Context: an optimization exercise on an open-source flow, tuned for small area and a short achievable clock period. The choices shown serve that exercise and are no tape-out recipe. The RTL was checked by simulation tests, not by an equivalence proof against the original design. No activity file was given, so power comes from the tool's default toggle rates.

Design complex_multiplier, start of the top module:
module complex_multiplier (
    input  wire        clk,
    input  wire        rst_n,
    input  wire        enable,
    input  wire [31:0] a_real,
    input  wire [31:0] a_imag,
    input  wire [31:0] c_real,
    input  wire [31:0] c_imag,
    output wire [31:0] result_real,
    output wire [31:0] result_imag,
    output wire        valid
);
Size: roughly 1300 flip-flops, ~110000 µm² of cells after synthesis.
Settings: LEC_CHECK=0, ABC_AREA=1, CAP_MARGIN=20, CORE_MARGIN=2, CORE_UTILIZATION=40, CTS_BUF_LIST=sky130_fd_sc_hd__clkbuf_4, SETUP_SLACK_MARGIN=5, SLEW_MARGIN=20; clock period 9.0 ns.
run.sh (not shown) runs the stock make flow with config.mk's settings and CLKGATE_MAP_FILE= SYNTH_SCRIPT=/design/flow/synth_recipe.tcl, a recipe that flattens the netlist after the stock synthesis.
Change:
CTS_BUF_LIST = not set   (was sky130_fd_sc_hd__clkbuf_4)
Result: The changed run finished clean; sequential power hardly moves; count of clock-buffer cells in the layout drops by 265; non-clock buffer count drops by 5.

---

complex_multiplier again, from the RTL that the note above started with.
## complex_multiplier
module complex_multiplier (
    input  wire        clk,
    input  wire        rst_n,
    input  wire        enable,
    input  wire [31:0] a_real,
    input  wire [31:0] a_imag,
    input  wire [31:0] c_real,
    input  wire [31:0] c_imag,
    output wire [31:0] result_real,
    output wire [31:0] result_imag,
    output wire        valid
);
clock: 9.0 ns
lec_check: 0
abc_area: 1
cap_margin: 20
core_margin: 2
core_utilization: 35
cts_buf_list: sky130_fd_sc_hd__clkbuf_16
cts_cluster_diameter: 100
cts_cluster_size: 24
setup_slack_margin: 5
slew_margin: 20
Rerun with:
Settings changed: CORE_UTILIZATION 35 to 40, CTS_BUF_LIST sky130_fd_sc_hd__clkbuf_16 to sky130_fd_sc_hd__clkbuf_8, CTS_CLUSTER_DIAMETER 100 to unset, CTS_CLUSTER_SIZE 24 to unset.
What happened: Cell count goes down slightly. Fmax goes down slightly. Setup slack got worse by 0.012 ns. Clock skew goes up by 0.059 ns. Wire length goes down slightly. Worst hold slack got worse by 0.012 ns. Count of clock-buffer cells in the layout goes up by 206. Total power goes up by a few percent. Sequential share of layout area goes down by 0.34 points.
Rerun with:
Settings changed: CORE_UTILIZATION 40 to 50.
After rerunning: Wire length increases by a little under a tenth; power increases slightly; first-iteration DRC count increases by a little under a tenth; final cell count decreases by a few percent; setup slack gets worse by 0.041 ns.
Rerun with:
Settings changed: CORE_UTILIZATION 50 to 40, CTS_BUF_LIST sky130_fd_sc_hd__clkbuf_8 to sky130_fd_sc_hd__clkbuf_16, CTS_CLUSTER_DIAMETER set to 100, CTS_CLUSTER_SIZE set to 24.
Effect: Power fell by about 4%. Worst hold slack barely changes. Count of clock-buffer cells in the layout went down by 201. Die area rose by about 25%. Worst setup slack is better by 0.060 ns. Cell area goes down by about 1.5%. Utilization drops by 12 points. Register-to-register slack gets better by 0.06 ns. Synthesized area does not change. Clock skew increases by 0.020 ns. First-iteration DRC count hardly moves.

---

run C:
complex_multiplier again, from the RTL that the note above started with.
make LEC_CHECK=0 ABC_AREA=1 CAP_MARGIN=20 CORE_MARGIN=2 CORE_UTILIZATION=40 CTS_BUF_LIST=sky130_fd_sc_hd__clkbuf_16 CTS_CLUSTER_DIAMETER=120 CTS_CLUSTER_SIZE=30 SETUP_SLACK_MARGIN=5 SLEW_MARGIN=20 finish   # period 9.0 ns
Changes in run D relative to run C:
Settings: removing CTS_CLUSTER_SIZE (formerly 30); removing CTS_CLUSTER_DIAMETER (formerly 120); changing CTS_BUF_LIST from sky130_fd_sc_hd__clkbuf_16 to sky130_fd_sc_hd__clkbuf_8; setting TNS_END_PERCENT to 30 for the first time.
Run C has lower area added between synthesis and finish than run D. Reported for run C and run D, die area turned out identical to the last digit. The higher maximum clock rate of run C and run D is in run C. When run D is measured against run C, its cell depth of the worst setup path turns out 1 lower. Run D ends up with a count of antenna diodes in the layout that is 1 higher than in run C. The global-route wire length before repair of run D was inferior to that of run C. Going from run C to run D, final total power grew by a few percent. Of the two candidates, run C has the better final area and run D the worse one. Compared to run C, run D leaves less free space in the core. Run C -> run D: wire length increased slightly.

[static timing again, ports no longer ideal]
Ports are ideal in the flow. The routed layouts listed here were re-timed in OpenROAD.
Step 1 (the two cells are an assumption about what drives the block):
set clk [get_ports {clk}]
set_driving_cell -lib_cell sky130_fd_sc_hd__clkbuf_16 $clk
set_driving_cell -lib_cell sky130_fd_sc_hd__buf_2 [delete_from_list [all_inputs] $clk]
Step 2 moves the port delays by t, midway between the first and last clock arrival at a register: inputs arrive t later, outputs are due t later. That takes back most of the time a late clock gives input paths.
a / b / c = no drivers / after step 1 / after step 2; a / b = the first two.
| run | t, ns | setup slack, ns | clock arrival spread, ns | pins driven straight from the clock port |
|---|---|---|---|---|
| the first run of note 1 | 1.453 | 5.023 / 5.023 / 5.023 | 0.163 / 0.163 | 1 |
| the second run of note 1 | 0.926 | 5.049 / 5.049 / 5.049 | 0.079 / 0.079 | 1 |
| the first run of note 2 | 0.852 | 5.063 / 5.063 / 5.063 | 0.056 / 0.056 | 1 |
| the second run of note 2 | 1.088 | 5.051 / 5.051 / 5.051 | 0.118 / 0.118 | 1 |
| the third run of note 2 | 1.135 | 5.010 / 5.010 / 5.010 | 0.071 / 0.071 | 1 |
| the fourth run of note 2 | 0.884 | 5.070 / 5.070 / 5.070 | 0.096 / 0.096 | 1 |
| run C | 0.885 | 5.066 / 5.066 / 5.066 | 0.083 / 0.083 | 1 |
| run D | 1.088 | 4.980 / 4.980 / 4.980 | 0.115 / 0.115 | 1 |
After both steps every run listed still meets setup and hold.
